Background: an optimization exercise with open tools, aiming at small area, a short achievable clock period and few clock cycles. Do not read the settings as production practice.
Function was checked by simulation only, so behaviour that the tests miss may differ from the original.

File: config.mk
export PLATFORM = sky130hd
export DESIGN_NAME = bas
export DESIGN_NICKNAME = bas
export VERILOG_FILES = /design/flow/design.v
export SDC_FILE = /design/flow/constraint.sdc
export NUM_CORES = 8
export LEC_CHECK = 0
export CAP_MARGIN = 20
export CORE_MARGIN = 2
export CORE_UTILIZATION = 45
export SLEW_MARGIN = 20
File: constraint.sdc
create_clock -name core_clock -period 27.0 [get_ports {clock}]
set_input_delay 5.4000 -clock core_clock [delete_from_list [all_inputs] [get_ports {clock}]]
set_output_delay 5.4000 -clock core_clock [all_outputs]
set_load 0.01 [all_outputs]
File: design.v
module lfsr(d, n);
input  [8:0] d;
output [8:0] n;
assign n = {d[7:0], d[1] ^ d[2] ^ d[3] ^ d[7]};
endmodule
module beetle_left_antenna(d1, d2, q1, q2, ra, rb);
input [17:0] d1, d2;
input q1, q2;
output [32:0] ra, rb;
wire s0, k0;
assign {k0, s0} = {1'b0, ~(d1[0] & d1[6])} + {1'b0, ~(d1[1] & d1[5])} + {1'b0, 1'b1};
wire s1, k1;
assign {k1, s1} = {1'b0, ~(d1[0] & d1[4])} + {1'b0, ~(d1[1] & d1[3])} + {1'b0, 1'b1};
wire s2, k2;
assign {k2, s2} = {1'b0, ~(d1[0] & d1[5])} + {1'b0, ~(d1[1] & d1[4])} + {1'b0, ~(d1[3] & ~d1[2])};
wire s3, k3;
assign {k3, s3} = {1'b0, ~(d1[2] & d1[4])} + {1'b0, ~(d1[3] & d1[2])} + {1'b0, s0};
wire [8:0] Alo = {1'b0, k2, k1, s1, ~(d1[0] & d1[3]), ~(d1[0] & d1[2]), ~(d1[1] & ~d1[0]), 1'b1, ~d1[0]} + {1'b0, s3, s2, ~(d1[2] & d1[1]), ~(d1[2] & ~d1[1]), ~(d1[1] & d1[0]), 1'b1, 1'b1, 1'b1} + 9'd1;
wire s4, k4;
assign {k4, s4} = {1'b0, ~(d2[0] & d2[6])} + {1'b0, ~(d2[1] & d2[5])} + {1'b0, 1'b1};
wire s5, k5;
assign {k5, s5} = {1'b0, ~(d2[0] & d2[4])} + {1'b0, ~(d2[1] & d2[3])} + {1'b0, 1'b1};
wire s6, k6;
assign {k6, s6} = {1'b0, ~(d2[0] & d2[5])} + {1'b0, ~(d2[1] & d2[4])} + {1'b0, ~(d2[3] & ~d2[2])};
wire s7, k7;
assign {k7, s7} = {1'b0, ~(d2[2] & d2[4])} + {1'b0, ~(d2[3] & d2[2])} + {1'b0, s4};
wire [8:0] Blo = {1'b0, k6, k5, s5, ~(d2[0] & d2[3]), ~(d2[0] & d2[2]), ~(d2[1] & ~d2[0]), 1'b1, ~d2[0]} + {1'b0, s7, s6, ~(d2[2] & d2[1]), ~(d2[2] & ~d2[1]), ~(d2[1] & d2[0]), 1'b1, 1'b1, 1'b1} + 9'd1;
wire s8, k8;
assign {k8, s8} = {1'b0, ~(d1[0] & d1[7])} + {1'b0, ~(d1[1] & d1[6])} + {1'b0, 1'b1};
wire s9, k9;
assign {k9, s9} = {1'b0, ~(d1[0] & d1[12])} + {1'b0, ~(d1[1] & d1[11])} + {1'b0, 1'b1};
wire s10, k10;
assign {k10, s10} = {1'b0, ~(d1[0] & d1[13])} + {1'b0, ~(d1[1] & d1[12])} + {1'b0, ~(d1[2] & d1[11])};
wire s11, k11;
assign {k11, s11} = {1'b0, ~(d1[0] & d1[14])} + {1'b0, ~(d1[1] & d1[13])} + {1'b0, ~(d1[2] & d1[12])};
wire s12, k12;
assign {k12, s12} = {1'b0, ~(d1[3] & d1[11])} + {1'b0, ~(d1[4] & d1[10])} + {1'b0, ~(d1[5] & d1[9])};
wire s13, k13;
assign {k13, s13} = {1'b0, ~(d1[0] & d1[15])} + {1'b0, ~(d1[1] & d1[14])} + {1'b0, ~(d1[2] & d1[13])};
wire s14, k14;
assign {k14, s14} = {1'b0, ~(d1[3] & d1[12])} + {1'b0, ~(d1[4] & d1[11])} + {1'b0, ~(d1[5] & d1[10])};
wire s15, k15;
assign {k15, s15} = {1'b0, ~(d1[6] & d1[9])} + {1'b0, ~(d1[8] & ~d1[7])} + {1'b0, 1'b1};
wire s16, k16;
assign {k16, s16} = {1'b0, ~(d1[0] & d1[16])} + {1'b0, ~(d1[1] & d1[15])} + {1'b0, ~(d1[2] & d1[14])};
wire s17, k17;
assign {k17, s17} = {1'b0, ~(d1[3] & d1[13])} + {1'b0, ~(d1[4] & d1[12])} + {1'b0, ~(d1[5] & d1[11])};
wire s18, k18;
assign {k18, s18} = {1'b0, ~(d1[6] & d1[10])} + {1'b0, ~(d1[7] & d1[9])} + {1'b0, ~(d1[8] & d1[7])};
wire s19, k19;
assign {k19, s19} = {1'b0, ~(d2[0] & d2[16])} + {1'b0, ~(d2[1] & d2[15])} + {1'b0, ~(d2[2] & d2[14])};
wire s20, k20;
assign {k20, s20} = {1'b0, ~(d1[1] & d1[16])} + {1'b0, ~(d1[2] & d1[15])} + {1'b0, ~(d1[3] & d1[14])};
wire s21, k21;
assign {k21, s21} = {1'b0, ~(d1[4] & d1[13])} + {1'b0, ~(d1[5] & d1[12])} + {1'b0, ~(d1[6] & d1[11])};
wire s22, k22;
assign {k22, s22} = {1'b0, ~(d1[7] & d1[10])} + {1'b0, ~(d1[9] & ~d1[8])} + {1'b0, (d1[17] & d1[0])};
wire s23, k23;
assign {k23, s23} = {1'b0, ~(d2[1] & d2[16])} + {1'b0, ~(d2[2] & d2[15])} + {1'b0, ~(d2[3] & d2[14])};
wire s24, k24;
assign {k24, s24} = {1'b0, ~(d2[4] & d2[13])} + {1'b0, ~(d2[5] & d2[12])} + {1'b0, 1'b1};
wire s25, k25;
assign {k25, s25} = {1'b0, 1'b0} + {1'b0, ~(d1[2] & d1[16])} + {1'b0, ~(d1[3] & d1[15])};
wire s26, k26;
assign {k26, s26} = {1'b0, ~(d1[4] & d1[14])} + {1'b0, ~(d1[5] & d1[13])} + {1'b0, ~(d1[6] & d1[12])};
wire s27, k27;
assign {k27, s27} = {1'b0, ~(d1[7] & d1[11])} + {1'b0, ~(d1[8] & d1[10])} + {1'b0, ~(d1[9] & d1[8])};
wire s28, k28;
assign {k28, s28} = {1'b0, (d1[17] & d1[1])} + {1'b0, ~(d2[2] & d2[16])} + {1'b0, ~(d2[3] & d2[15])};
wire s29, k29;
assign {k29, s29} = {1'b0, ~(d2[4] & d2[14])} + {1'b0, ~(d2[5] & d2[13])} + {1'b0, ~(d2[6] & d2[12])};
wire s30, k30;
assign {k30, s30} = {1'b0, ~(d2[7] & d2[11])} + {1'b0, ~(d2[8] & d2[10])} + {1'b0, 1'b1};
wire s31, k31;
assign {k31, s31} = {1'b0, ~(d1[3] & d1[16])} + {1'b0, ~(d1[4] & d1[15])} + {1'b0, ~(d1[5] & d1[14])};
wire s32, k32;
assign {k32, s32} = {1'b0, ~(d1[6] & d1[13])} + {1'b0, ~(d1[7] & d1[12])} + {1'b0, ~(d1[8] & d1[11])};
wire s33, k33;
assign {k33, s33} = {1'b0, ~(d1[10] & ~d1[9])} + {1'b0, (d1[17] & d1[2])} + {1'b0, ~(d2[3] & d2[16])};
wire s34, k34;
assign {k34, s34} = {1'b0, ~(d2[4] & d2[15])} + {1'b0, ~(d2[5] & d2[14])} + {1'b0, ~(d2[6] & d2[13])};
wire s35, k35;
assign {k35, s35} = {1'b0, ~(d2[7] & d2[12])} + {1'b0, ~(d2[8] & d2[11])} + {1'b0, 1'b1};
wire s36, k36;
assign {k36, s36} = {1'b0, ~(d1[4] & d1[16])} + {1'b0, ~(d1[5] & d1[15])} + {1'b0, ~(d1[6] & d1[14])};
wire s37, k37;
assign {k37, s37} = {1'b0, ~(d1[7] & d1[13])} + {1'b0, ~(d1[8] & d1[12])} + {1'b0, ~(d1[9] & d1[11])};
wire s38, k38;
assign {k38, s38} = {1'b0, ~(d1[10] & d1[9])} + {1'b0, (d1[17] & d1[3])} + {1'b0, ~(d2[4] & d2[16])};
wire s39, k39;
assign {k39, s39} = {1'b0, ~(d2[5] & d2[15])} + {1'b0, ~(d2[6] & d2[14])} + {1'b0, ~(d2[7] & d2[13])};
wire s40, k40;
assign {k40, s40} = {1'b0, ~(d1[5] & d1[16])} + {1'b0, ~(d1[6] & d1[15])} + {1'b0, ~(d1[7] & d1[14])};
wire s41, k41;
assign {k41, s41} = {1'b0, ~(d1[8] & d1[13])} + {1'b0, ~(d1[9] & d1[12])} + {1'b0, ~(d1[11] & ~d1[10])};
wire s42, k42;
assign {k42, s42} = {1'b0, (d1[17] & d1[4])} + {1'b0, ~(d2[5] & d2[16])} + {1'b0, 1'b1};
wire s43, k43;
assign {k43, s43} = {1'b0, ~(d1[6] & d1[16])} + {1'b0, ~(d1[7] & d1[15])} + {1'b0, ~(d1[8] & d1[14])};
wire s44, k44;
assign {k44, s44} = {1'b0, ~(d1[9] & d1[13])} + {1'b0, ~(d1[10] & d1[12])} + {1'b0, ~(d1[11] & d1[10])};
wire s45, k45;
assign {k45, s45} = {1'b0, ~(d1[7] & d1[16])} + {1'b0, ~(d1[8] & d1[15])} + {1'b0, 1'b1};
wire s46, k46;
assign {k46, s46} = {1'b0, ~(d1[2] & d1[5])} + {1'b0, ~(d1[4] & ~d1[3])} + {1'b0, ~(d2[0] & d2[7])};
wire s47, k47;
assign {k47, s47} = {1'b0, ~(d2[1] & d2[6])} + {1'b0, ~(d2[2] & d2[5])} + {1'b0, ~(d2[4] & ~d2[3])};
wire s48, k48;
assign {k48, s48} = {1'b0, ~(d1[0] & d1[8])} + {1'b0, ~(d1[1] & d1[7])} + {1'b0, ~(d1[2] & d1[6])};
wire s49, k49;
assign {k49, s49} = {1'b0, ~(d1[3] & d1[5])} + {1'b0, ~(d1[4] & d1[3])} + {1'b0, ~(d2[0] & d2[8])};
wire s50, k50;
assign {k50, s50} = {1'b0, ~(d1[0] & d1[9])} + {1'b0, ~(d1[1] & d1[8])} + {1'b0, ~(d1[2] & d1[7])};
wire s51, k51;
assign {k51, s51} = {1'b0, ~(d1[3] & d1[6])} + {1'b0, ~(d1[5] & ~d1[4])} + {1'b0, 1'b1};
wire s52, k52;
assign {k52, s52} = {1'b0, ~(d1[0] & d1[10])} + {1'b0, ~(d1[1] & d1[9])} + {1'b0, ~(d1[2] & d1[8])};
wire s53, k53;
assign {k53, s53} = {1'b0, ~(d1[3] & d1[7])} + {1'b0, ~(d1[4] & d1[6])} + {1'b0, ~(d1[5] & d1[4])};
wire s54, k54;
assign {k54, s54} = {1'b0, ~(d2[0] & d2[10])} + {1'b0, ~(d2[1] & d2[9])} + {1'b0, 1'b1};
wire s55, k55;
assign {k55, s55} = {1'b0, ~(d1[0] & d1[11])} + {1'b0, ~(d1[1] & d1[10])} + {1'b0, ~(d1[2] & d1[9])};
wire s56, k56;
assign {k56, s56} = {1'b0, ~(d1[3] & d1[8])} + {1'b0, ~(d1[4] & d1[7])} + {1'b0, ~(d1[6] & ~d1[5])};
wire s57, k57;
assign {k57, s57} = {1'b0, ~(d2[0] & d2[11])} + {1'b0, ~(d2[1] & d2[10])} + {1'b0, ~(d2[2] & d2[9])};
wire s58, k58;
assign {k58, s58} = {1'b0, ~(d1[2] & d1[10])} + {1'b0, ~(d1[3] & d1[9])} + {1'b0, ~(d1[4] & d1[8])};
wire s59, k59;
assign {k59, s59} = {1'b0, ~(d1[5] & d1[7])} + {1'b0, ~(d1[6] & d1[5])} + {1'b0, ~(d2[0] & d2[12])};
wire s60, k60;
assign {k60, s60} = {1'b0, ~(d2[1] & d2[11])} + {1'b0, ~(d2[2] & d2[10])} + {1'b0, ~(d2[3] & d2[9])};
wire s61, k61;
assign {k61, s61} = {1'b0, ~(d2[4] & d2[8])} + {1'b0, ~(d2[5] & d2[7])} + {1'b0, 1'b1};
wire s62, k62;
assign {k62, s62} = {1'b0, ~(d1[3] & d1[10])} + {1'b0, ~(d1[4] & d1[9])} + {1'b0, ~(d1[5] & d1[8])};
wire s63, k63;
assign {k63, s63} = {1'b0, ~(d1[7] & ~d1[6])} + {1'b0, ~(d2[0] & d2[13])} + {1'b0, ~(d2[1] & d2[12])};
wire s64, k64;
assign {k64, s64} = {1'b0, ~(d2[2] & d2[11])} + {1'b0, ~(d2[3] & d2[10])} + {1'b0, ~(d2[4] & d2[9])};
wire s65, k65;
assign {k65, s65} = {1'b0, ~(d2[5] & d2[8])} + {1'b0, ~(d2[7] & ~d2[6])} + {1'b0, k9};
wire s66, k66;
assign {k66, s66} = {1'b0, ~(d1[6] & d1[8])} + {1'b0, ~(d1[7] & d1[6])} + {1'b0, ~(d2[0] & d2[14])};
wire s67, k67;
assign {k67, s67} = {1'b0, ~(d2[1] & d2[13])} + {1'b0, ~(d2[2] & d2[12])} + {1'b0, ~(d2[3] & d2[11])};
wire s68, k68;
assign {k68, s68} = {1'b0, ~(d2[4] & d2[10])} + {1'b0, ~(d2[5] & d2[9])} + {1'b0, ~(d2[6] & d2[8])};
wire s69, k69;
assign {k69, s69} = {1'b0, ~(d2[7] & d2[6])} + {1'b0, k10} + {1'b0, s11};
wire s70, k70;
assign {k70, s70} = {1'b0, ~(d2[0] & d2[15])} + {1'b0, ~(d2[1] & d2[14])} + {1'b0, ~(d2[2] & d2[13])};
wire s71, k71;
assign {k71, s71} = {1'b0, ~(d2[3] & d2[12])} + {1'b0, ~(d2[4] & d2[11])} + {1'b0, ~(d2[5] & d2[10])};
wire s72, k72;
assign {k72, s72} = {1'b0, ~(d2[6] & d2[9])} + {1'b0, ~(d2[8] & ~d2[7])} + {1'b0, k11};
wire s73, k73;
assign {k73, s73} = {1'b0, k12} + {1'b0, s13} + {1'b0, s14};
wire s74, k74;
assign {k74, s74} = {1'b0, ~(d2[3] & d2[13])} + {1'b0, ~(d2[4] & d2[12])} + {1'b0, ~(d2[5] & d2[11])};
wire s75, k75;
assign {k75, s75} = {1'b0, ~(d2[6] & d2[10])} + {1'b0, ~(d2[7] & d2[9])} + {1'b0, ~(d2[8] & d2[7])};
wire s76, k76;
assign {k76, s76} = {1'b0, k13} + {1'b0, k14} + {1'b0, k15};
wire s77, k77;
assign {k77, s77} = {1'b0, s16} + {1'b0, s17} + {1'b0, s18};
wire s78, k78;
assign {k78, s78} = {1'b0, ~(d2[6] & d2[11])} + {1'b0, ~(d2[7] & d2[10])} + {1'b0, ~(d2[9] & ~d2[8])};
wire s79, k79;
assign {k79, s79} = {1'b0, (d2[17] & d2[0])} + {1'b0, k16} + {1'b0, k17};
wire s80, k80;
assign {k80, s80} = {1'b0, k18} + {1'b0, k19} + {1'b0, s20};
wire s81, k81;
assign {k81, s81} = {1'b0, s21} + {1'b0, s22} + {1'b0, s23};
wire s82, k82;
assign {k82, s82} = {1'b0, ~(d2[9] & d2[8])} + {1'b0, (d2[17] & d2[1])} + {1'b0, k20};
wire s83, k83;
assign {k83, s83} = {1'b0, k21} + {1'b0, k22} + {1'b0, k23};
wire s84, k84;
assign {k84, s84} = {1'b0, k24} + {1'b0, s25} + {1'b0, s26};
wire s85, k85;
assign {k85, s85} = {1'b0, s27} + {1'b0, s28} + {1'b0, s29};
wire s86, k86;
assign {k86, s86} = {1'b0, ~(d2[10] & ~d2[9])} + {1'b0, (d2[17] & d2[2])} + {1'b0, k25};
wire s87, k87;
assign {k87, s87} = {1'b0, k26} + {1'b0, k27} + {1'b0, k28};
wire s88, k88;
assign {k88, s88} = {1'b0, k29} + {1'b0, k30} + {1'b0, s31};
wire s89, k89;
assign {k89, s89} = {1'b0, s32} + {1'b0, s33} + {1'b0, s34};
wire s90, k90;
assign {k90, s90} = {1'b0, ~(d2[8] & d2[12])} + {1'b0, ~(d2[9] & d2[11])} + {1'b0, ~(d2[10] & d2[9])};
wire s91, k91;
assign {k91, s91} = {1'b0, (d2[17] & d2[3])} + {1'b0, k31} + {1'b0, k32};
wire s92, k92;
assign {k92, s92} = {1'b0, k33} + {1'b0, k34} + {1'b0, k35};
wire s93, k93;
assign {k93, s93} = {1'b0, s36} + {1'b0, s37} + {1'b0, s38};
wire s94, k94;
assign {k94, s94} = {1'b0, ~(d2[6] & d2[15])} + {1'b0, ~(d2[7] & d2[14])} + {1'b0, ~(d2[8] & d2[13])};
wire s95, k95;
assign {k95, s95} = {1'b0, ~(d2[9] & d2[12])} + {1'b0, ~(d2[11] & ~d2[10])} + {1'b0, (d2[17] & d2[4])};
wire s96, k96;
assign {k96, s96} = {1'b0, k36} + {1'b0, k37} + {1'b0, k38};
wire s97, k97;
assign {k97, s97} = {1'b0, k39} + {1'b0, s40} + {1'b0, s41};
wire s98, k98;
assign {k98, s98} = {1'b0, (d1[17] & d1[5])} + {1'b0, ~(d2[6] & d2[16])} + {1'b0, ~(d2[7] & d2[15])};
wire s99, k99;
assign {k99, s99} = {1'b0, ~(d2[8] & d2[14])} + {1'b0, ~(d2[9] & d2[13])} + {1'b0, ~(d2[10] & d2[12])};
wire s100, k100;
assign {k100, s100} = {1'b0, ~(d2[11] & d2[10])} + {1'b0, (d2[17] & d2[5])} + {1'b0, k40};
wire s101, k101;
assign {k101, s101} = {1'b0, k41} + {1'b0, k42} + {1'b0, s43};
wire s102, k102;
assign {k102, s102} = {1'b0, ~(d1[9] & d1[14])} + {1'b0, ~(d1[10] & d1[13])} + {1'b0, ~(d1[12] & ~d1[11])};
wire s103, k103;
assign {k103, s103} = {1'b0, (d1[17] & d1[6])} + {1'b0, ~(d2[7] & d2[16])} + {1'b0, ~(d2[8] & d2[15])};
wire s104, k104;
assign {k104, s104} = {1'b0, ~(d2[9] & d2[14])} + {1'b0, ~(d2[10] & d2[13])} + {1'b0, ~(d2[12] & ~d2[11])};
wire s105, k105;
assign {k105, s105} = {1'b0, (d2[17] & d2[6])} + {1'b0, k43} + {1'b0, k44};
wire s106, k106;
assign {k106, s106} = {1'b0, ~(d1[8] & d1[16])} + {1'b0, ~(d1[9] & d1[15])} + {1'b0, ~(d1[10] & d1[14])};
wire s107, k107;
assign {k107, s107} = {1'b0, ~(d1[11] & d1[13])} + {1'b0, ~(d1[12] & d1[11])} + {1'b0, (d1[17] & d1[7])};
wire s108, k108;
assign {k108, s108} = {1'b0, ~(d2[8] & d2[16])} + {1'b0, ~(d2[9] & d2[15])} + {1'b0, ~(d2[10] & d2[14])};
wire s109, k109;
assign {k109, s109} = {1'b0, ~(d2[11] & d2[13])} + {1'b0, ~(d2[12] & d2[11])} + {1'b0, (d2[17] & d2[7])};
wire s110, k110;
assign {k110, s110} = {1'b0, ~(d1[9] & d1[16])} + {1'b0, ~(d1[10] & d1[15])} + {1'b0, ~(d1[11] & d1[14])};
wire s111, k111;
assign {k111, s111} = {1'b0, ~(d1[13] & ~d1[12])} + {1'b0, (d1[17] & d1[8])} + {1'b0, ~(d2[9] & d2[16])};
wire s112, k112;
assign {k112, s112} = {1'b0, ~(d2[10] & d2[15])} + {1'b0, ~(d2[11] & d2[14])} + {1'b0, 1'b1};
wire s113, k113;
assign {k113, s113} = {1'b0, ~(d1[10] & d1[16])} + {1'b0, ~(d1[11] & d1[15])} + {1'b0, ~(d1[12] & d1[14])};
wire s114, k114;
assign {k114, s114} = {1'b0, ~(d1[13] & d1[12])} + {1'b0, (d1[17] & d1[9])} + {1'b0, ~(d2[10] & d2[16])};
wire s115, k115;
assign {k115, s115} = {1'b0, ~(d1[11] & d1[16])} + {1'b0, ~(d1[12] & d1[15])} + {1'b0, 1'b1};
wire s116, k116;
assign {k116, s116} = {1'b0, k0} + {1'b0, k4} + {1'b0, s46};
wire s117, k117;
assign {k117, s117} = {1'b0, s47} + {1'b0, s8} + {1'b0, 1'b1};
wire s118, k118;
assign {k118, s118} = {1'b0, ~(d2[1] & d2[7])} + {1'b0, ~(d2[2] & d2[6])} + {1'b0, ~(d2[3] & d2[5])};
wire s119, k119;
assign {k119, s119} = {1'b0, ~(d2[4] & d2[3])} + {1'b0, k46} + {1'b0, k47};
wire s120, k120;
assign {k120, s120} = {1'b0, k8} + {1'b0, s48} + {1'b0, 1'b1};
wire s121, k121;
assign {k121, s121} = {1'b0, ~(d2[0] & d2[9])} + {1'b0, ~(d2[1] & d2[8])} + {1'b0, ~(d2[2] & d2[7])};
wire s122, k122;
assign {k122, s122} = {1'b0, ~(d2[3] & d2[6])} + {1'b0, ~(d2[5] & ~d2[4])} + {1'b0, k48};
wire s123, k123;
assign {k123, s123} = {1'b0, k49} + {1'b0, s50} + {1'b0, s51};
wire s124, k124;
assign {k124, s124} = {1'b0, ~(d2[2] & d2[8])} + {1'b0, ~(d2[3] & d2[7])} + {1'b0, ~(d2[4] & d2[6])};
wire s125, k125;
assign {k125, s125} = {1'b0, ~(d2[5] & d2[4])} + {1'b0, k50} + {1'b0, k51};
wire s126, k126;
assign {k126, s126} = {1'b0, s52} + {1'b0, s53} + {1'b0, s54};
wire s127, k127;
assign {k127, s127} = {1'b0, ~(d2[3] & d2[8])} + {1'b0, ~(d2[4] & d2[7])} + {1'b0, ~(d2[6] & ~d2[5])};
wire s128, k128;
assign {k128, s128} = {1'b0, k52} + {1'b0, k53} + {1'b0, k54};
wire s129, k129;
assign {k129, s129} = {1'b0, s55} + {1'b0, s56} + {1'b0, s57};
wire s130, k130;
assign {k130, s130} = {1'b0, ~(d2[6] & d2[5])} + {1'b0, k55} + {1'b0, k56};
wire s131, k131;
assign {k131, s131} = {1'b0, k57} + {1'b0, s58} + {1'b0, s59};
wire s132, k132;
assign {k132, s132} = {1'b0, s60} + {1'b0, s61} + {1'b0, s9};
wire s133, k133;
assign {k133, s133} = {1'b0, k58} + {1'b0, k59} + {1'b0, k60};
wire s134, k134;
assign {k134, s134} = {1'b0, k61} + {1'b0, s62} + {1'b0, s63};
wire s135, k135;
assign {k135, s135} = {1'b0, s64} + {1'b0, s10} + {1'b0, s65};
wire s136, k136;
assign {k136, s136} = {1'b0, k62} + {1'b0, k63} + {1'b0, k64};
wire s137, k137;
assign {k137, s137} = {1'b0, s66} + {1'b0, s67} + {1'b0, s68};
wire s138, k138;
assign {k138, s138} = {1'b0, s12} + {1'b0, k65} + {1'b0, s69};
wire s139, k139;
assign {k139, s139} = {1'b0, k66} + {1'b0, k67} + {1'b0, k68};
wire s140, k140;
assign {k140, s140} = {1'b0, s70} + {1'b0, s71} + {1'b0, s15};
wire s141, k141;
assign {k141, s141} = {1'b0, k69} + {1'b0, s72} + {1'b0, s73};
wire s142, k142;
assign {k142, s142} = {1'b0, k70} + {1'b0, k71} + {1'b0, s74};
wire s143, k143;
assign {k143, s143} = {1'b0, s75} + {1'b0, s19} + {1'b0, k72};
wire s144, k144;
assign {k144, s144} = {1'b0, k73} + {1'b0, s76} + {1'b0, s77};
wire s145, k145;
assign {k145, s145} = {1'b0, k74} + {1'b0, k75} + {1'b0, s78};
wire s146, k146;
assign {k146, s146} = {1'b0, s24} + {1'b0, k76} + {1'b0, k77};
wire s147, k147;
assign {k147, s147} = {1'b0, s79} + {1'b0, s80} + {1'b0, s81};
wire s148, k148;
assign {k148, s148} = {1'b0, k78} + {1'b0, s30} + {1'b0, k79};
wire s149, k149;
assign {k149, s149} = {1'b0, k80} + {1'b0, k81} + {1'b0, s82};
wire s150, k150;
assign {k150, s150} = {1'b0, s83} + {1'b0, s84} + {1'b0, s85};
wire s151, k151;
assign {k151, s151} = {1'b0, s35} + {1'b0, k82} + {1'b0, k83};
wire s152, k152;
assign {k152, s152} = {1'b0, k84} + {1'b0, k85} + {1'b0, s86};
wire s153, k153;
assign {k153, s153} = {1'b0, s87} + {1'b0, s88} + {1'b0, s89};
wire s154, k154;
assign {k154, s154} = {1'b0, s90} + {1'b0, s39} + {1'b0, k86};
wire s155, k155;
assign {k155, s155} = {1'b0, k87} + {1'b0, k88} + {1'b0, k89};
wire s156, k156;
assign {k156, s156} = {1'b0, s91} + {1'b0, s92} + {1'b0, s93};
wire s157, k157;
assign {k157, s157} = {1'b0, k90} + {1'b0, s94} + {1'b0, s95};
wire s158, k158;
assign {k158, s158} = {1'b0, s42} + {1'b0, k91} + {1'b0, k92};
wire s159, k159;
assign {k159, s159} = {1'b0, k93} + {1'b0, s96} + {1'b0, s97};
wire s160, k160;
assign {k160, s160} = {1'b0, k94} + {1'b0, k95} + {1'b0, s98};
wire s161, k161;
assign {k161, s161} = {1'b0, s99} + {1'b0, s44} + {1'b0, k96};
wire s162, k162;
assign {k162, s162} = {1'b0, k97} + {1'b0, s100} + {1'b0, s101};
wire s163, k163;
assign {k163, s163} = {1'b0, k98} + {1'b0, k99} + {1'b0, s102};
wire s164, k164;
assign {k164, s164} = {1'b0, s103} + {1'b0, s104} + {1'b0, s45};
wire s165, k165;
assign {k165, s165} = {1'b0, k100} + {1'b0, k101} + {1'b0, s105};
wire s166, k166;
assign {k166, s166} = {1'b0, k102} + {1'b0, k103} + {1'b0, k104};
wire s167, k167;
assign {k167, s167} = {1'b0, k45} + {1'b0, s106} + {1'b0, s107};
wire s168, k168;
assign {k168, s168} = {1'b0, s108} + {1'b0, s109} + {1'b0, k105};
wire s169, k169;
assign {k169, s169} = {1'b0, ~(d2[13] & ~d2[12])} + {1'b0, (d2[17] & d2[8])} + {1'b0, k106};
wire s170, k170;
assign {k170, s170} = {1'b0, k107} + {1'b0, k108} + {1'b0, k109};
wire s171, k171;
assign {k171, s171} = {1'b0, s110} + {1'b0, s111} + {1'b0, s112};
wire s172, k172;
assign {k172, s172} = {1'b0, ~(d2[11] & d2[15])} + {1'b0, ~(d2[12] & d2[14])} + {1'b0, ~(d2[13] & d2[12])};
wire s173, k173;
assign {k173, s173} = {1'b0, (d2[17] & d2[9])} + {1'b0, k110} + {1'b0, k111};
wire s174, k174;
assign {k174, s174} = {1'b0, k112} + {1'b0, s113} + {1'b0, s114};
wire s175, k175;
assign {k175, s175} = {1'b0, ~(d1[14] & ~d1[13])} + {1'b0, (d1[17] & d1[10])} + {1'b0, ~(d2[11] & d2[16])};
wire s176, k176;
assign {k176, s176} = {1'b0, ~(d2[12] & d2[15])} + {1'b0, ~(d2[14] & ~d2[13])} + {1'b0, (d2[17] & d2[10])};
wire s177, k177;
assign {k177, s177} = {1'b0, k113} + {1'b0, k114} + {1'b0, s115};
wire s178, k178;
assign {k178, s178} = {1'b0, ~(d1[12] & d1[16])} + {1'b0, ~(d1[13] & d1[15])} + {1'b0, ~(d1[14] & d1[13])};
wire s179, k179;
assign {k179, s179} = {1'b0, (d1[17] & d1[11])} + {1'b0, ~(d2[12] & d2[16])} + {1'b0, ~(d2[13] & d2[15])};
wire s180, k180;
assign {k180, s180} = {1'b0, ~(d2[14] & d2[13])} + {1'b0, (d2[17] & d2[11])} + {1'b0, k115};
wire s181, k181;
assign {k181, s181} = {1'b0, ~(d1[13] & d1[16])} + {1'b0, ~(d1[15] & ~d1[14])} + {1'b0, (d1[17] & d1[12])};
wire s182, k182;
assign {k182, s182} = {1'b0, ~(d2[13] & d2[16])} + {1'b0, ~(d2[15] & ~d2[14])} + {1'b0, 1'b1};
wire s183, k183;
assign {k183, s183} = {1'b0, ~(d1[14] & d1[16])} + {1'b0, ~(d1[15] & d1[14])} + {1'b0, (d1[17] & d1[13])};
wire s184, k184;
assign {k184, s184} = {1'b0, k3} + {1'b0, k7} + {1'b0, s116};
wire s185, k185;
assign {k185, s185} = {1'b0, s118} + {1'b0, s49} + {1'b0, k116};
wire s186, k186;
assign {k186, s186} = {1'b0, k117} + {1'b0, s119} + {1'b0, 1'b1};
wire s187, k187;
assign {k187, s187} = {1'b0, k118} + {1'b0, s121} + {1'b0, k119};
wire s188, k188;
assign {k188, s188} = {1'b0, k120} + {1'b0, s122} + {1'b0, s123};
wire s189, k189;
assign {k189, s189} = {1'b0, k121} + {1'b0, s124} + {1'b0, k122};
wire s190, k190;
assign {k190, s190} = {1'b0, k123} + {1'b0, s125} + {1'b0, s126};
wire s191, k191;
assign {k191, s191} = {1'b0, k124} + {1'b0, s127} + {1'b0, k125};
wire s192, k192;
assign {k192, s192} = {1'b0, k126} + {1'b0, s128} + {1'b0, s129};
wire s193, k193;
assign {k193, s193} = {1'b0, k127} + {1'b0, k128} + {1'b0, k129};
wire s194, k194;
assign {k194, s194} = {1'b0, s130} + {1'b0, s131} + {1'b0, s132};
wire s195, k195;
assign {k195, s195} = {1'b0, k130} + {1'b0, k131} + {1'b0, k132};
wire s196, k196;
assign {k196, s196} = {1'b0, s133} + {1'b0, s134} + {1'b0, s135};
wire s197, k197;
assign {k197, s197} = {1'b0, k133} + {1'b0, k134} + {1'b0, s136};
wire s198, k198;
assign {k198, s198} = {1'b0, s137} + {1'b0, k135} + {1'b0, s138};
wire s199, k199;
assign {k199, s199} = {1'b0, k136} + {1'b0, k137} + {1'b0, s139};
wire s200, k200;
assign {k200, s200} = {1'b0, s140} + {1'b0, k138} + {1'b0, s141};
wire s201, k201;
assign {k201, s201} = {1'b0, k139} + {1'b0, k140} + {1'b0, s142};
wire s202, k202;
assign {k202, s202} = {1'b0, s143} + {1'b0, k141} + {1'b0, s144};
wire s203, k203;
assign {k203, s203} = {1'b0, k142} + {1'b0, s145} + {1'b0, k143};
wire s204, k204;
assign {k204, s204} = {1'b0, s146} + {1'b0, k144} + {1'b0, s147};
wire s205, k205;
assign {k205, s205} = {1'b0, k145} + {1'b0, k146} + {1'b0, s148};
wire s206, k206;
assign {k206, s206} = {1'b0, s149} + {1'b0, k147} + {1'b0, s150};
wire s207, k207;
assign {k207, s207} = {1'b0, k148} + {1'b0, k149} + {1'b0, s151};
wire s208, k208;
assign {k208, s208} = {1'b0, s152} + {1'b0, k150} + {1'b0, s153};
wire s209, k209;
assign {k209, s209} = {1'b0, k151} + {1'b0, k152} + {1'b0, s154};
wire s210, k210;
assign {k210, s210} = {1'b0, s155} + {1'b0, k153} + {1'b0, s156};
wire s211, k211;
assign {k211, s211} = {1'b0, s157} + {1'b0, k154} + {1'b0, k155};
wire s212, k212;
assign {k212, s212} = {1'b0, s158} + {1'b0, k156} + {1'b0, s159};
wire s213, k213;
assign {k213, s213} = {1'b0, k157} + {1'b0, s160} + {1'b0, k158};
wire s214, k214;
assign {k214, s214} = {1'b0, s161} + {1'b0, k159} + {1'b0, s162};
wire s215, k215;
assign {k215, s215} = {1'b0, k160} + {1'b0, s163} + {1'b0, s164};
wire s216, k216;
assign {k216, s216} = {1'b0, k161} + {1'b0, s165} + {1'b0, k162};
wire s217, k217;
assign {k217, s217} = {1'b0, k163} + {1'b0, k164} + {1'b0, s166};
wire s218, k218;
assign {k218, s218} = {1'b0, s167} + {1'b0, k165} + {1'b0, s168};
wire s219, k219;
assign {k219, s219} = {1'b0, k166} + {1'b0, k167} + {1'b0, s169};
wire s220, k220;
assign {k220, s220} = {1'b0, s170} + {1'b0, s171} + {1'b0, k168};
wire s221, k221;
assign {k221, s221} = {1'b0, s172} + {1'b0, k169} + {1'b0, k170};
wire s222, k222;
assign {k222, s222} = {1'b0, k171} + {1'b0, s173} + {1'b0, s174};
wire s223, k223;
assign {k223, s223} = {1'b0, k172} + {1'b0, s175} + {1'b0, s176};
wire s224, k224;
assign {k224, s224} = {1'b0, k173} + {1'b0, k174} + {1'b0, s177};
wire s225, k225;
assign {k225, s225} = {1'b0, k175} + {1'b0, k176} + {1'b0, s178};
wire s226, k226;
assign {k226, s226} = {1'b0, s179} + {1'b0, k177} + {1'b0, s180};
wire s227, k227;
assign {k227, s227} = {1'b0, (d2[17] & d2[12])} + {1'b0, k178} + {1'b0, k179};
wire s228, k228;
assign {k228, s228} = {1'b0, s181} + {1'b0, s182} + {1'b0, k180};
wire s229, k229;
assign {k229, s229} = {1'b0, ~(d2[14] & d2[16])} + {1'b0, ~(d2[15] & d2[14])} + {1'b0, (d2[17] & d2[13])};
wire s230, k230;
assign {k230, s230} = {1'b0, k181} + {1'b0, k182} + {1'b0, s183};
wire s231, k231;
assign {k231, s231} = {1'b0, ~(d1[16] & ~d1[15])} + {1'b0, (d1[17] & d1[14])} + {1'b0, ~(d2[16] & ~d2[15])};
wire s232, k232;
assign {k232, s232} = {1'b0, (d2[17] & d2[14])} + {1'b0, k183} + {1'b0, 1'b1};
wire s233, k233;
assign {k233, s233} = {1'b0, ~(d1[16] & d1[15])} + {1'b0, (d1[17] & d1[15])} + {1'b0, ~(d2[16] & d2[15])};
wire s234, k234;
assign {k234, s234} = {1'b0, (d2[17] & d2[15])} + {1'b0, ~(q1 & d1[0])} + {1'b0, ~(q2 & d2[0])};
wire s235, k235;
assign {k235, s235} = {1'b0, ~d1[17]} + {1'b0, ~d2[17]} + {1'b0, (d1[17] & d1[16])};
wire s236, k236;
assign {k236, s236} = {1'b0, (d2[17] & d2[16])} + {1'b0, ~(q1 & d1[1])} + {1'b0, ~(q2 & d2[1])};
wire s237, k237;
assign {k237, s237} = {1'b0, s117} + {1'b0, s184} + {1'b0, 1'b1};
wire s238, k238;
assign {k238, s238} = {1'b0, s120} + {1'b0, s185} + {1'b0, s186};
wire s239, k239;
assign {k239, s239} = {1'b0, k185} + {1'b0, k186} + {1'b0, s187};
wire s240, k240;
assign {k240, s240} = {1'b0, k187} + {1'b0, s189} + {1'b0, k188};
wire s241, k241;
assign {k241, s241} = {1'b0, k189} + {1'b0, s191} + {1'b0, k190};
wire s242, k242;
assign {k242, s242} = {1'b0, k191} + {1'b0, s193} + {1'b0, k192};
wire s243, k243;
assign {k243, s243} = {1'b0, k193} + {1'b0, s195} + {1'b0, k194};
wire s244, k244;
assign {k244, s244} = {1'b0, k195} + {1'b0, s197} + {1'b0, k196};
wire s245, k245;
assign {k245, s245} = {1'b0, k197} + {1'b0, s199} + {1'b0, k198};
wire s246, k246;
assign {k246, s246} = {1'b0, k199} + {1'b0, s201} + {1'b0, k200};
wire s247, k247;
assign {k247, s247} = {1'b0, k201} + {1'b0, s203} + {1'b0, k202};
wire s248, k248;
assign {k248, s248} = {1'b0, k203} + {1'b0, s205} + {1'b0, k204};
wire s249, k249;
assign {k249, s249} = {1'b0, k205} + {1'b0, s207} + {1'b0, k206};
wire s250, k250;
assign {k250, s250} = {1'b0, k207} + {1'b0, s209} + {1'b0, k208};
wire s251, k251;
assign {k251, s251} = {1'b0, k209} + {1'b0, s211} + {1'b0, k210};
wire s252, k252;
assign {k252, s252} = {1'b0, k211} + {1'b0, s213} + {1'b0, k212};
wire s253, k253;
assign {k253, s253} = {1'b0, s215} + {1'b0, k213} + {1'b0, k214};
wire s254, k254;
assign {k254, s254} = {1'b0, s217} + {1'b0, k215} + {1'b0, k216};
wire s255, k255;
assign {k255, s255} = {1'b0, k217} + {1'b0, s219} + {1'b0, s220};
wire s256, k256;
assign {k256, s256} = {1'b0, k219} + {1'b0, s221} + {1'b0, s222};
wire s257, k257;
assign {k257, s257} = {1'b0, s223} + {1'b0, k221} + {1'b0, k222};
wire s258, k258;
assign {k258, s258} = {1'b0, k223} + {1'b0, s225} + {1'b0, s226};
wire s259, k259;
assign {k259, s259} = {1'b0, k225} + {1'b0, s227} + {1'b0, k226};
wire s260, k260;
assign {k260, s260} = {1'b0, s229} + {1'b0, k227} + {1'b0, s230};
wire s261, k261;
assign {k261, s261} = {1'b0, k229} + {1'b0, s231} + {1'b0, k230};
wire s262, k262;
assign {k262, s262} = {1'b0, k231} + {1'b0, s233} + {1'b0, s234};
wire s263, k263;
assign {k263, s263} = {1'b0, k233} + {1'b0, s235} + {1'b0, k234};
wire s264, k264;
assign {k264, s264} = {1'b0, ~(q1 & d1[2])} + {1'b0, ~(q2 & d2[2])} + {1'b0, k235};
wire s265, k265;
assign {k265, s265} = {1'b0, 1'b0} + {1'b0, ~(q1 & d1[3])} + {1'b0, 1'b1};
wire s266, k266;
assign {k266, s266} = {1'b0, 1'b0} + {1'b0, ~(q1 & d1[4])} + {1'b0, 1'b1};
wire s267, k267;
assign {k267, s267} = {1'b0, 1'b0} + {1'b0, ~(q1 & d1[5])} + {1'b0, 1'b1};
wire s268, k268;
assign {k268, s268} = {1'b0, 1'b0} + {1'b0, ~(q1 & d1[6])} + {1'b0, 1'b1};
wire s269, k269;
assign {k269, s269} = {1'b0, Alo[8]} + {1'b0, Blo[8]} + {1'b0, 1'b1};
wire s270, k270;
assign {k270, s270} = {1'b0, k184} + {1'b0, k237} + {1'b0, s238};
wire s271, k271;
assign {k271, s271} = {1'b0, s188} + {1'b0, k238} + {1'b0, s239};
wire s272, k272;
assign {k272, s272} = {1'b0, s190} + {1'b0, k239} + {1'b0, s240};
wire s273, k273;
assign {k273, s273} = {1'b0, s192} + {1'b0, k240} + {1'b0, s241};
wire s274, k274;
assign {k274, s274} = {1'b0, s194} + {1'b0, k241} + {1'b0, s242};
wire s275, k275;
assign {k275, s275} = {1'b0, k242} + {1'b0, s196} + {1'b0, s243};
wire s276, k276;
assign {k276, s276} = {1'b0, k243} + {1'b0, s198} + {1'b0, s244};
wire s277, k277;
assign {k277, s277} = {1'b0, s200} + {1'b0, k244} + {1'b0, s245};
wire s278, k278;
assign {k278, s278} = {1'b0, s202} + {1'b0, k245} + {1'b0, s246};
wire s279, k279;
assign {k279, s279} = {1'b0, s204} + {1'b0, k246} + {1'b0, s247};
wire s280, k280;
assign {k280, s280} = {1'b0, s206} + {1'b0, k247} + {1'b0, s248};
wire s281, k281;
assign {k281, s281} = {1'b0, s208} + {1'b0, k248} + {1'b0, s249};
wire s282, k282;
assign {k282, s282} = {1'b0, s210} + {1'b0, k249} + {1'b0, s250};
wire s283, k283;
assign {k283, s283} = {1'b0, s212} + {1'b0, k250} + {1'b0, s251};
wire s284, k284;
assign {k284, s284} = {1'b0, s214} + {1'b0, k251} + {1'b0, s252};
wire s285, k285;
assign {k285, s285} = {1'b0, s216} + {1'b0, k252} + {1'b0, s253};
wire s286, k286;
assign {k286, s286} = {1'b0, s218} + {1'b0, k253} + {1'b0, s254};
wire s287, k287;
assign {k287, s287} = {1'b0, k218} + {1'b0, k254} + {1'b0, s255};
wire s288, k288;
assign {k288, s288} = {1'b0, k220} + {1'b0, s256} + {1'b0, k255};
wire s289, k289;
assign {k289, s289} = {1'b0, s224} + {1'b0, k256} + {1'b0, s257};
wire s290, k290;
assign {k290, s290} = {1'b0, k224} + {1'b0, k257} + {1'b0, s258};
wire s291, k291;
assign {k291, s291} = {1'b0, s228} + {1'b0, s259} + {1'b0, k258};
wire s292, k292;
assign {k292, s292} = {1'b0, k228} + {1'b0, s260} + {1'b0, k259};
wire s293, k293;
assign {k293, s293} = {1'b0, s232} + {1'b0, s261} + {1'b0, k260};
wire s294, k294;
assign {k294, s294} = {1'b0, k232} + {1'b0, s262} + {1'b0, k261};
wire s295, k295;
assign {k295, s295} = {1'b0, s236} + {1'b0, k262} + {1'b0, s263};
wire s296, k296;
assign {k296, s296} = {1'b0, k236} + {1'b0, s264} + {1'b0, k263};
wire s297, k297;
assign {k297, s297} = {1'b0, ~(q2 & d2[3])} + {1'b0, s265} + {1'b0, k264};
wire s298, k298;
assign {k298, s298} = {1'b0, ~(q2 & d2[4])} + {1'b0, k265} + {1'b0, s266};
wire s299, k299;
assign {k299, s299} = {1'b0, ~(q2 & d2[5])} + {1'b0, k266} + {1'b0, s267};
wire s300, k300;
assign {k300, s300} = {1'b0, ~(q2 & d2[6])} + {1'b0, k267} + {1'b0, s268};
wire s301, k301;
assign {k301, s301} = {1'b0, 1'b0} + {1'b0, k268} + {1'b0, 1'b1};
assign ra = ~{k300, k299, k298, k297, k296, k295, k294, k293, k292, k291, k290, k289, k288, k287, k286, k285, k284, k283, k282, k281, k280, k279, k278, k277, k276, k275, k274, k273, k272, k271, k270, k269, s269};
assign rb = ~{s301, s300, s299, s298, s297, s296, s295, s294, s293, s292, s291, s290, s289, s288, s287, s286, s285, s284, s283, s282, s281, s280, s279, s278, s277, s276, s275, s274, s273, s272, s271, s270, s237};
endmodule
module beetle_compare(al, bl, ar, br, gt);
input [32:0] al, bl, ar, br;
output gt;
wire [31:0] a = {~al[31], al[30:0]};
wire [31:0] b = bl[31:0];
wire [31:0] c = ~{~ar[31], ar[30:0]};
wire [31:0] e = ~br[31:0];
wire [32:0] tl = {1'b0, a} + {1'b0, b};
wire [32:0] tr = {1'b0, ~c} + {1'b0, br[31:0]};
wire [31:0] x1 = a ^ b;
wire [31:0] x2 = c ^ e;
wire [31:0] x = x1 ^ x2;
wire [31:0] co;
wire [31:0] ci = {co[30:0], 1'b1};
genvar i;
generate for (i = 0; i < 32; i = i + 1) begin : cmp4
  assign co[i] = x1[i] ? c[i] : a[i];
end endgenerate
wire [31:0] xs = x ^ ci;
wire [31:0] xk = {x[30:0] & ci[30:0] | ~x[30:0] & e[30:0], 1'b0};
wire k31 = x[31] ? ci[31] : e[31];
wire [32:0] ts = {1'b0, xs} + {1'b0, xk};
assign gt = ~(ts[32] ^ k31 ^ co[31] ^ tl[32] ^ tr[32]);
endmodule
module beetle_right_antenna(dir, sense, s3, step);
input  [8:0]  dir;
input  [12:0] sense;
input  [14:0] s3;
output [13:0] step;
wire [15:0] s1 = {3'b000, sense};
wire [15:0] s2 = {2'b00, sense, 1'b0};
wire [15:0] t3 = {1'b0, s3};
wire [15:0] s4 = {1'b0, sense, 2'b00};
wire [3:0] g0 = {dir[2:0], 1'b0};
wire [3:0] g1 = dir[5:2];
wire [3:0] g2 = dir[8:5];
wire [15:0] r0, r1, r2;
wire n0, n1, n2;
beetle_booth_row b0(g0, s1, s2, t3, s4, r0, n0);
beetle_booth_row b1(g1, s1, s2, t3, s4, r1, n1);
beetle_booth_row b2(g2, s1, s2, t3, s4, r2, n2);
wire [21:0] p = {{6{n0}}, r0} + {{3{n1}}, r1, 3'd0} + {r2, 6'd0}
              + {15'd0, n2, 2'b00, n1, 2'b00, n0};
assign step = p[21:8];
endmodule
module beetle_booth_row(g, s1, s2, s3, s4, r, n);
input  [3:0]  g;
input  [15:0] s1, s2, s3, s4;
output [15:0] r;
output n;
wire [2:0] a = g[3] ? ~g[2:0] : g[2:0];
wire m1 = ~a[2] & (a[1] ^ a[0]);
wire m2 = ~a[2] & a[1] & a[0] | a[2] & ~a[1] & ~a[0];
wire m3 = a[2] & (a[1] ^ a[0]);
wire m4 = a[2] & a[1] & a[0];
wire [15:0] mag = {16{m1}} & s1 | {16{m2}} & s2 | {16{m3}} & s3 | {16{m4}} & s4;
assign r = g[3] ? ~mag : mag;
assign n = g[3];
endmodule
module beetle_position(mx, my, nx, ny, d1, d2, q1, q2);
parameter NB = 0;
input  [15:0] mx, my;
input  signed [13:0] nx, ny;
output [17:0] d1, d2;
output q1, q2;
wire [15:0] fx = {{2{nx[13]}}, nx};
wire [15:0] fy = {{2{ny[13]}}, ny};
wire [15:0] ax = NB ? mx - fx : mx + fx;
wire [15:0] ay = NB ? my - fy : my + fy;
assign d1 = {2'b00, ax} + {ay[15], ay, 1'b0} - 18'd1792;
assign d2 = {ax[15], ax, 1'b0} + {2'b00, ay} - 18'd1280;
assign q1 = ay[15];
assign q2 = ax[15];
endmodule
module bas(clock,reset,load, seed_x,seed_y,iterations,x,y,x_extreme,y_extreme,out_value,done );
    input clock,reset,load;
    input [8:0] seed_x,seed_y;
    input [8:0] iterations;
    input [15:0] x,y;
    output signed [15:0] x_extreme,y_extreme;
    output signed [39:0] out_value;
    output reg done;
    reg [15:0] x_curr, y_curr;           
    reg signed [13:0] step_x, step_y;    
    reg signed [13:0] step_nx, step_ny;  
    reg [17:0] dl1, dl2, dr1, dr2;       
    reg ql1, ql2, qr1, qr2;              
    reg [32:0] value_curr;               
    reg [8:0] dir_x, dir_y;              
    reg [12:0] sense;                    
    reg [8:0] remain;
    reg run;
    reg first;                           
    reg [15:0] x_best, y_best;
    reg [32:0] value_best;
    reg value_init;                      
    wire [32:0] al, bl, ar, br;
    beetle_left_antenna ol(dl1, dl2, ql1, ql2, al, bl);
    beetle_left_antenna or_(dr1, dr2, qr1, qr2, ar, br);
    wire go_right;
    beetle_compare cmp(al, bl, ar, br, go_right);
    wire [32:0] odour_l = al + bl;
    wire [32:0] odour_r = ar + br;
    wire [15:0] x_l = x_curr + {{2{step_x[13]}}, step_x};
    wire [15:0] y_l = y_curr + {{2{step_y[13]}}, step_y};
    wire [15:0] x_r = x_curr - {{2{step_x[13]}}, step_x};
    wire [15:0] y_r = y_curr - {{2{step_y[13]}}, step_y};
    wire [17:0] ell1, ell2, elr1, elr2, erl1, erl2, err1, err2;
    wire qll1, qll2, qlr1, qlr2, qrl1, qrl2, qrr1, qrr2;
    beetle_position #(0) pll(x_l, y_l, step_nx, step_ny, ell1, ell2, qll1, qll2);
    beetle_position #(1) plr(x_l, y_l, step_nx, step_ny, elr1, elr2, qlr1, qlr2);
    beetle_position #(0) prl(x_r, y_r, step_nx, step_ny, erl1, erl2, qrl1, qrl2);
    beetle_position #(1) prr(x_r, y_r, step_nx, step_ny, err1, err2, qrr1, qrr2);
    wire signed [13:0] mul_x, mul_y;
    wire [14:0] sense3 = {2'b00, sense} + {1'b0, sense, 1'b0};
    beetle_right_antenna mulx(dir_x, sense, sense3, mul_x);
    beetle_right_antenna muly(dir_y, sense, sense3, mul_y);
    wire [8:0] dir_x_n, dir_y_n, seed_x_n, seed_y_n;
    lfsr lx(dir_x, dir_x_n);
    lfsr ly(dir_y, dir_y_n);
    lfsr lsx(seed_x, seed_x_n);
    lfsr lsy(seed_y, seed_y_n);
    assign x_extreme = x_best;
    assign y_extreme = y_best;
    assign out_value = {4'b0, {3{value_init}}, value_best};
    always @(posedge clock) begin
        if (reset) begin
            x_curr <= x;
            y_curr <= y;
            dl1 <= 18'd0;
            dl2 <= 18'd0;
            dr1 <= 18'd0;
            dr2 <= 18'd0;
            ql1 <= 1'b0;
            ql2 <= 1'b0;
            qr1 <= 1'b0;
            qr2 <= 1'b0;
            step_x <= 14'd0;
            step_y <= 14'd0;
            step_nx <= 14'd0;
            step_ny <= 14'd0;
            dir_x <= 9'd0;
            dir_y <= 9'd0;
        end else begin
            if (go_right) begin
                x_curr <= x_r;
                y_curr <= y_r;
                dl1 <= erl1;
                dl2 <= erl2;
                dr1 <= err1;
                dr2 <= err2;
                ql1 <= qrl1;
                ql2 <= qrl2;
                qr1 <= qrr1;
                qr2 <= qrr2;
            end else begin
                x_curr <= x_l;
                y_curr <= y_l;
                dl1 <= ell1;
                dl2 <= ell2;
                dr1 <= elr1;
                dr2 <= elr2;
                ql1 <= qll1;
                ql2 <= qll2;
                qr1 <= qlr1;
                qr2 <= qlr2;
            end
            step_x <= step_nx;
            step_y <= step_ny;
            if (load) begin
                step_nx <= {{5{seed_x[8]}}, seed_x} + {{2{seed_x[8]}}, seed_x, 3'b000} + {seed_x[8], seed_x, 4'b0000};
                step_ny <= {{5{seed_y[8]}}, seed_y} + {{2{seed_y[8]}}, seed_y, 3'b000} + {seed_y[8], seed_y, 4'b0000};
                dir_x <= seed_x_n;
                dir_y <= seed_y_n;
            end else begin
                step_nx <= mul_x;
                step_ny <= mul_y;
                dir_x <= dir_x_n;
                dir_y <= dir_y_n;
            end
        end
        value_curr <= go_right ? odour_r : odour_l;
        if (reset)
            sense <= 13'd6400;
        else if (load)
            sense <= 13'd6375;
        else
            sense <= sense - {8'd0, sense[12:8]} - {12'd0, sense[7:0] != 8'd0};
        if (reset) begin
            run <= 1'b0;
            done <= 1'b0;
            x_best <= 16'd0;
            y_best <= 16'd0;
            value_best <= {33{1'b1}};
            value_init <= 1'b1;
        end else if (load) begin
            remain <= iterations;
            first <= 1'b1;
            run <= iterations != 9'd0;
            done <= iterations == 9'd0;
        end else if (run) begin
            remain <= remain - 9'd1;
            first <= 1'b0;
            if (remain == 9'd0) begin
                run <= 1'b0;
                done <= 1'b1;
            end
            if (!first && value_curr < value_best) begin
                x_best <= x_curr;
                y_best <= y_curr;
                value_best <= value_curr;
                value_init <= 1'b0;
            end
        end
    end
endmodule
File: flow/run.sh
#!/bin/bash
# The standard layout, with timing repair aiming for 20 ns of setup slack
# at the design's clock period (over-fixing, as SETUP_SLACK_MARGIN does),
# on the worst 50% of endpoints.
set -euo pipefail
bash standard.sh SETUP_SLACK_MARGIN=20 TNS_END_PERCENT=50 finish > orfs_make.log 2>&1
File: standard.sh
#!/bin/bash
# synth_recipe.tcl (not shown) runs the flow's synth.tcl, then flattens the netlist and writes it again
# the make line also repeats each setting of config.mk as NAME=value (left out here)
make -C /OpenROAD-flow-scripts/flow DESIGN_CONFIG=/design/flow/config.mk WORK_HOME=/design/flow/orfs CLKGATE_MAP_FILE= SYNTH_SCRIPT=/design/flow/synth_recipe.tcl "${@:-finish}"
==> results.yml, run 1 <==
run_status:
  status: "timing/DRC/antenna clean"
route:
  route.detailed.wl_per_inst_um: 22.4
  ant_nets: 0
  first_pass_iters: 7
  finalWirelength_um: 185000
  drt_iter0_drc: 3638
  post-route-drc-count: 0
  viasPerCell: 5.64
  via_count: 46700
cts:
  clk_pin_slew_ns: 0.06
  htreeDepth: 2
  cts.path.max_buffers: 3
  cts_sinks: 306
  cts-root-buf: "clkbuf_16"
  cts-buffers-inserted: 45
  clk_latency_ns: 0.64
  ctsHoldBuffers: 0
  tritoncts: "built"
sta:
  post-route-period-util_pct: 28.0
  relSlewSlack_pct: 28.2
  final_hold_viol_count: 0
  fin_skew_ns: 0.0371
  period_minus_slack_ns: 7.55
  fmax_mhz: 132
  layout_setup_ws_ns: 19.45
  rsz0062_at_grt: "yes"
  totalNegativeSetupSlack_ns: 0
  worstMarginPinSlew_ns: 1.08
  setup_viol_count_final: 0
  slew_viol_final: 0
floorplan:
  start_util_pct: 45.5
  ios: 135
  die_height_um: 355
  num_rows: 128
  die_w_um: 355
  core_sq_mm: 0.122
  die-area_sq_mm: 0.126
yosys:
  ys_async_sr_fraction_pct: 0
  ys_ff_latch: 306
  synth_flop_cell: "dfxtp_1"
  yosys_warnings: 1
  synth-edff-count: 10
  yosysSeqAreaShare_pct: 11.2
  syn_inst: 6478
  avgSynthCellArea_sq_um: 8.58
  netlist_area_sq_mm: 0.0556
  ys_types: 89
setup_path:
  reg2reg_slack_ns: 19.45
  worstPathMaxFanout: 8
  end_kind: "flip-flop"
  timing.rr.end: "y_curr[13]"
  path_class: "flip-flop to flip-flop"
  crit_required_ns: 27.49
  arrival_ns: 8.04
  rr_startpoint: "dr1[12]"
  start_kind: "flip-flop"
  reg2reg_depth: 25
cells_and_area:
  diodes: 0
  syn_to_final_growth_pct: 16.1
  nets: 8014
  drive_above_1_share_pct: 12.6
  mostFrequentLayoutCells: "718 x ha_1, 644 x inv_1, 534 x and2_1"
  final_common_cell: "ha_1"
worst_hold_path:
  min_path_type: "flip-flop to flip-flop"
  hp-start: "value_curr[0]"
  hold-path-endpoint: "value_best[0]"
  holdPathStages: 2
place:
  dp_hpwl_um: 136000
  place.port_buffers: 130
  place_ws_ns: 17.39
  gp_congestion: 0.940
global_routing:
  overflow: 0
  grtUsageTotal_pct: 29.0
  grt_pass1_vias: 47300
  grt_pass1_wl_um: 282000
  antenna_found_initial: 0
  grt_max_degree: 158
flow_run:
  cap_viol_max_count: 0
[worst max-delay path: stages (launching register included)]
cell	delay [ns]
dfxtp_4	0.42
buf_6	0.15
and2_4	0.14
fa_2	0.44
fa_2	0.57
fa_2	0.48
fa_2	0.42
fa_1	0.50
fa_2	0.69
ha_4	0.25
xor2_4	0.20
xnor2_1	0.14
ha_1	0.37
and4_4	0.24
a221oi_4	0.28
nor3_2	0.08
o31ai_4	0.41
a31oi_4	0.15
xnor2_2	0.18
xor2_2	0.26
xnor2_4	0.18
buf_12	0.18
buf_12	0.17
buf_16	0.21
mux2i_2	0.24
o21ai_1	0.07
[metal layers]
metal	up-vias	part of all wire [%]	track usage, %
met3	358	6.1	4.05
met1	22900	41	36.0
met2	1524	48	50.3
li1	21900	-	-
met4	0	5.0	12.1
met5	-	0	0
[cell usage after synthesis, types with 11 or more instances]
cell type    n  area share, %
a211oi_1    28           0.38
a21o_1     139            1.9
a21oi_1    403            3.6
a221oi_1    24           0.38
a222oi_1    41           0.74
a22o_1      13           0.20
a31o_2      18           0.28
a31oi_1     34           0.38
a41oi_1     11           0.17
and2_1     545            6.1
and3_1      21           0.24
buf_1       17           0.11
buf_2       25           0.23
clkbuf_1   263            1.8
dfxtp_1    296             11
fa_1       585             21
ha_1       758             17
inv_1      662            4.5
mux2_2      21           0.43
mux2i_1    184            3.3
nand2_1    432            2.9
nand2b_1    82           0.92
nand3_1     62           0.56
nand4_1     12           0.14
nor2_1     421            2.8
nor2b_1     90            1.0
nor3_1      71           0.64
nor3b_1     15           0.20
o211ai_1    65           0.88
o21a_1      22           0.30
o21ai_0    252            2.3
o21bai_1    77            1.0
o31a_1      11           0.17
o31ai_1     14           0.19
or2_2       16           0.18
or3_1       21           0.24
xnor2_1    368            5.8
xor2_1     193            3.0
[metrics by stage]
| step | cells | area, sq um | hold slack, ns | util [%] |
|---|---|---|---|---|
| after floorplan | 6481 | 55800 | 0.436 | - |
| after global placement | 7972 | 58200 | 0.468 | 47.6 |
| after detailed placement | 7973 | 58200 | 0.473 | 47.7 |
| after CTS | 8220 | 63300 | 0.489 | 51.8 |
| after global routing | 8269 | 64500 | 0.514 | 52.8 |
| final | 8269 | 64500 | 0.484 | 52.8 |
[sequential cells by signal, indices dropped and copies added, names as in the netlist, 9 cells and up]
name and flops:
y_curr 16, dl1 18, sense 13, step_nx 14
remain 9, x_best 16, value_best 33, y_best 16
dir_y 9, dl2 18, x_curr 16, step_ny 14
value_curr 33, step_x 14, dir_x 9, dr1 18
step_y 14, dr2 18
[kinds of logic after synthesis]
family                   Yosys count  synth area share [%]
AND/OR/NAND/NOR                 1819                  16.5
other                              1               0.00675
AO/OA/AOI/OAI                   1259                  14.7
multiplexers                     205                  3.74
XOR/XNOR                         566                  9.01
flip-flops                       306                  11.2
adder cells (fa/ha/maj)         1344                  38.1
buffers and inverters            978                  6.73
[worst max path at each step]
stage	startpoint	to	slack, ns	cells past startpoint
after floorplan	seed_y[0]	step_ny[10]	19.52	13
after CTS	seed_y[0]	step_ny[10]	19.50	14
after global placement	dl2[4]	dr2[0]	17.48	26
final	dr1[12]	y_curr[13]	19.45	25
after detailed placement	dl2[4]	dr2[0]	17.39	26
after global routing	dl1[2]	y_curr[13]	19.28	28
[layout make-up]
| cell class | instances | area, sq um |
|---|---|---|
| fill | 11300 | 57700 |
| clock inverter | 25 | 313 |
| tap | 1625 | 2030 |
| clock buffer | 57 | 1230 |
| sequential | 306 | 6450 |
| multi-input combinational | 5197 | 47600 |
| timing repair buffer | 396 | 4430 |
| inverter | 663 | 2490 |
[what timing repair did]
item	in CTS	in global routing
pin swaps	146	124
resized for setup	478	263
gates cloned	30	1
setup buffers	135	48
endpoints found under the setup margin	241	245
Testbench counts, summed over its fixed seeds: cycles 49,176.
==> inputs of run 2 (changes only) <==
==> flow/run.sh (replaced) <==
#!/bin/bash
# The standard layout, with timing repair aiming for 22 ns of setup slack
# at the design's clock period (over-fixing, as SETUP_SLACK_MARGIN does),
# on the worst 10% of endpoints.
set -euo pipefail
bash standard.sh SETUP_SLACK_MARGIN=22 TNS_END_PERCENT=10 finish > orfs_make.log 2>&1
==> run 2 against run 1 <==
Compared with the run above:
- cell count down 0.77%
- synthesized cell count is the same
- still clean
- critical path depth stayed put
- register-to-register slack got worse by 0.10 ns
- first-iteration DRC count fell by 12%
- highest routed layer unchanged
==> results.yml, run 2 <==
run_status:
  status: "timing/DRC/antenna clean"
cts:
  cts-buffers-inserted: 43
  tritoncts: "built"
  cts-root-buf: "clkbuf_16"
  cts.path.max_buffers: 3
  htreeDepth: 2
  ctsHoldBuffers: 0
  cts_sinks: 306
  clk_pin_slew_ns: 0.06
  clk_latency_ns: 0.63
yosys:
  yosys_warnings: 1
  synth_flop_cell: "dfxtp_1"
  ys_async_sr_fraction_pct: 0
  avgSynthCellArea_sq_um: 8.58
  ys_types: 89
  synth_top_area_share_pct: 21.1
  synthTopCellsByCount: "758 x ha_1, 662 x inv_1, 585 x fa_1, 545 x and2_1, 432 x nand2_1"
  ys_ff_latch: 306
  synth-edff-count: 10
  syn_inst: 6478
  synth_area_leader_cell: "fa_1"
  synth.area.top_cells: "fa_1 21%, ha_1 17%, dfxtp_1 11%"
  yosysMostFrequentCell: "ha_1"
  yosysSeqAreaShare_pct: 11.2
  netlist_area_sq_mm: 0.0556
route:
  first_pass_iters: 11
  via_count: 45800
  post-route-drc-count: 0
  ant_nets: 0
  viasPerCell: 5.59
  finalWirelength_um: 177000
  route.detailed.wl_per_inst_um: 21.6
  drt_iter0_drc: 3210
sta:
  fin_skew_ns: 0.0311
  period_minus_slack_ns: 7.66
  post-route-period-util_pct: 28.4
  totalNegativeSetupSlack_ns: 0
  relSlewSlack_pct: 31.9
  setup_viol_count_final: 0
  worstMarginPinSlew_ns: 1.02
  layout_setup_ws_ns: 19.34
  final_hold_viol_count: 0
  fmax_mhz: 131
  slew_viol_final: 0
  rsz0062_at_grt: "yes"
global_routing:
  grt_use_met1_pct: 34.4
  use_met3_pct: 3.23
  grt_pass1_wl_um: 271000
  antenna_found_initial: 5
  grtUsageTotal_pct: 27.6
  overflow: 0
  grt_busiest_layer: "met2"
  grt_max_degree: 91
  grt_pass1_vias: 46500
  use_met2_pct: 49.2
cells_and_area:
  nets: 7950
  largestRegisters: "value_best: 33 flops, value_curr: 33 flops"
  syn_to_final_growth_pct: 13.3
  mostFrequentLayoutCells: "724 x ha_1, 652 x inv_1, 543 x and2_1"
  seq_area_sq_mm: 0.00647
  final_common_cell: "ha_1"
  multi_input_comb_area_sq_mm: 0.0471
  fillers: 11500
  drive_above_1_share_pct: 9.99
setup_path:
  cp_top_family: "adder cells"
  crit_buf_inv: 4
  rr_startpoint: "dr1[9]"
  worstPathMaxFanout: 7
  critical_path.slowest_cell: "fa_2"
  start_kind: "flip-flop"
  crit_required_ns: 27.47
  slowest_delay_ns: 0.61
  path_class: "flip-flop to flip-flop"
  end_kind: "flip-flop"
  arrival_ns: 8.12
  startpoint: "dr1[9]"
  cp_common_cell: "fa_2"
place:
  gp_congestion: 0.962
  dp_hpwl_um: 136000
  place.port_buffers: 130
  place_ws_ns: 17.65
floorplan:
  die_w_um: 355
  die-area_sq_mm: 0.126
  start_util_pct: 45.5
  die_height_um: 355
  core_sq_mm: 0.122
  ios: 135
  num_rows: 128
flow_run:
  cap_viol_max_count: 0
worst_hold_path:
  min_path_type: "flip-flop to flip-flop"
  hp-start: "value_curr[6]"
==> run 2: tightest hold or removal path: stages (launching register included) <==
cell and delay, ns:
dfxtp_1 0.33, nand2_1 0.05, o211ai_1 0.08
==> run 2: area by class of cell <==
type	count	share of cell area (%)
Tap cell	1625	3.23
Clock buffer	52	1.83
Clock inverter	27	0.449
Multi-Input combinational cell	5197	74.7
Sequential cell	306	10.3
Inverter	663	3.96
Timing Repair Buffer	334	5.54
Antenna cell	1	0.00397
==> run 2: final timing paths <==
kind              slack (ns)             to  depth (start not counted)
hold / removal          0.47  value_best[6]                          2
setup / recovery       19.34      y_curr[6]                         25
setup reg to reg       19.34      y_curr[6]                         25
hold reg to reg         0.47  value_best[6]                          2
==> run 2: stage by stage <==
| step | cells | util (%) | cell area, sq um | hold slack (ns) |
|---|---|---|---|---|
| 6_report | 8205 | 51.5 | 63000 | 0.467 |
| 5_1_grt | 8204 | 51.5 | 63000 | 0.514 |
| 4_1_cts | 8147 | 50.6 | 61800 | 0.477 |
| 3_5_place_dp | 7971 | 47.8 | 58500 | 0.481 |
| 3_3_place_gp | 7971 | 47.8 | 58500 | 0.473 |
| 2_1_floorplan | 6481 | - | 56400 | 0.436 |
==> run 2: routing by layer <==
layer / vias up / share of wire [%]
met5: - / 0
met4: 0 / 3.7
met3: 306 / 4.7
met2: 1261 / 49
met1: 22500 / 42
li1: 21700 / -
==> run 2: kinds of logic after synthesis <==
family                   after synthesis  synth area share (%)
XOR/XNOR                             566                  9.01
AND/OR/NAND/NOR                     1819                  16.5
other                                  1               0.00675
adder cells (fa/ha/maj)             1344                  38.1
buffers and inverters                978                  6.73
flip-flops                           306                  11.2
AO/OA/AOI/OAI                       1259                  14.7
multiplexers                         205                  3.74
==> run 2: what timing repair did <==
action | CTS | global route
endpoints found under the setup margin | 385 | 385
cloned | 11 | 6
endpoints found under the hold margin | 0 | 0
pin swaps | 59 | 86
gates resized for setup | 272 | 168
buffers inserted | 86 | 51

afterwards: timing with drivers on the ports:
In the flow no input, the clock included, has a driving cell. The finished layouts below were timed again as built, in two steps. Step 1: set_driving_cell puts a clkbuf_16 on clock and a buf_2 on each other input, an assumption about the parent block. Step 2 moves the port delays by t, midway between the first and last clock arrival at a register: inputs arrive t later, outputs are due t later. That takes back most of the time a late clock gives input paths. Slacks: ideal / step 1 / step 2; pairs: ideal / step 1.
run | shift t [ns] | slack for setup (ns) | worst data-port slew with drivers (ns)
run 1 | 0.699 | 19.446 / 19.446 / 18.824 | 0.07
run 2 | 0.688 | 19.344 / 19.344 / 18.931 | 0.08
After both steps every run listed still meets setup and hold. The setup slack of run 1, which loses most, moves by 0.000 ns with the drivers and by -0.622 ns with both steps.
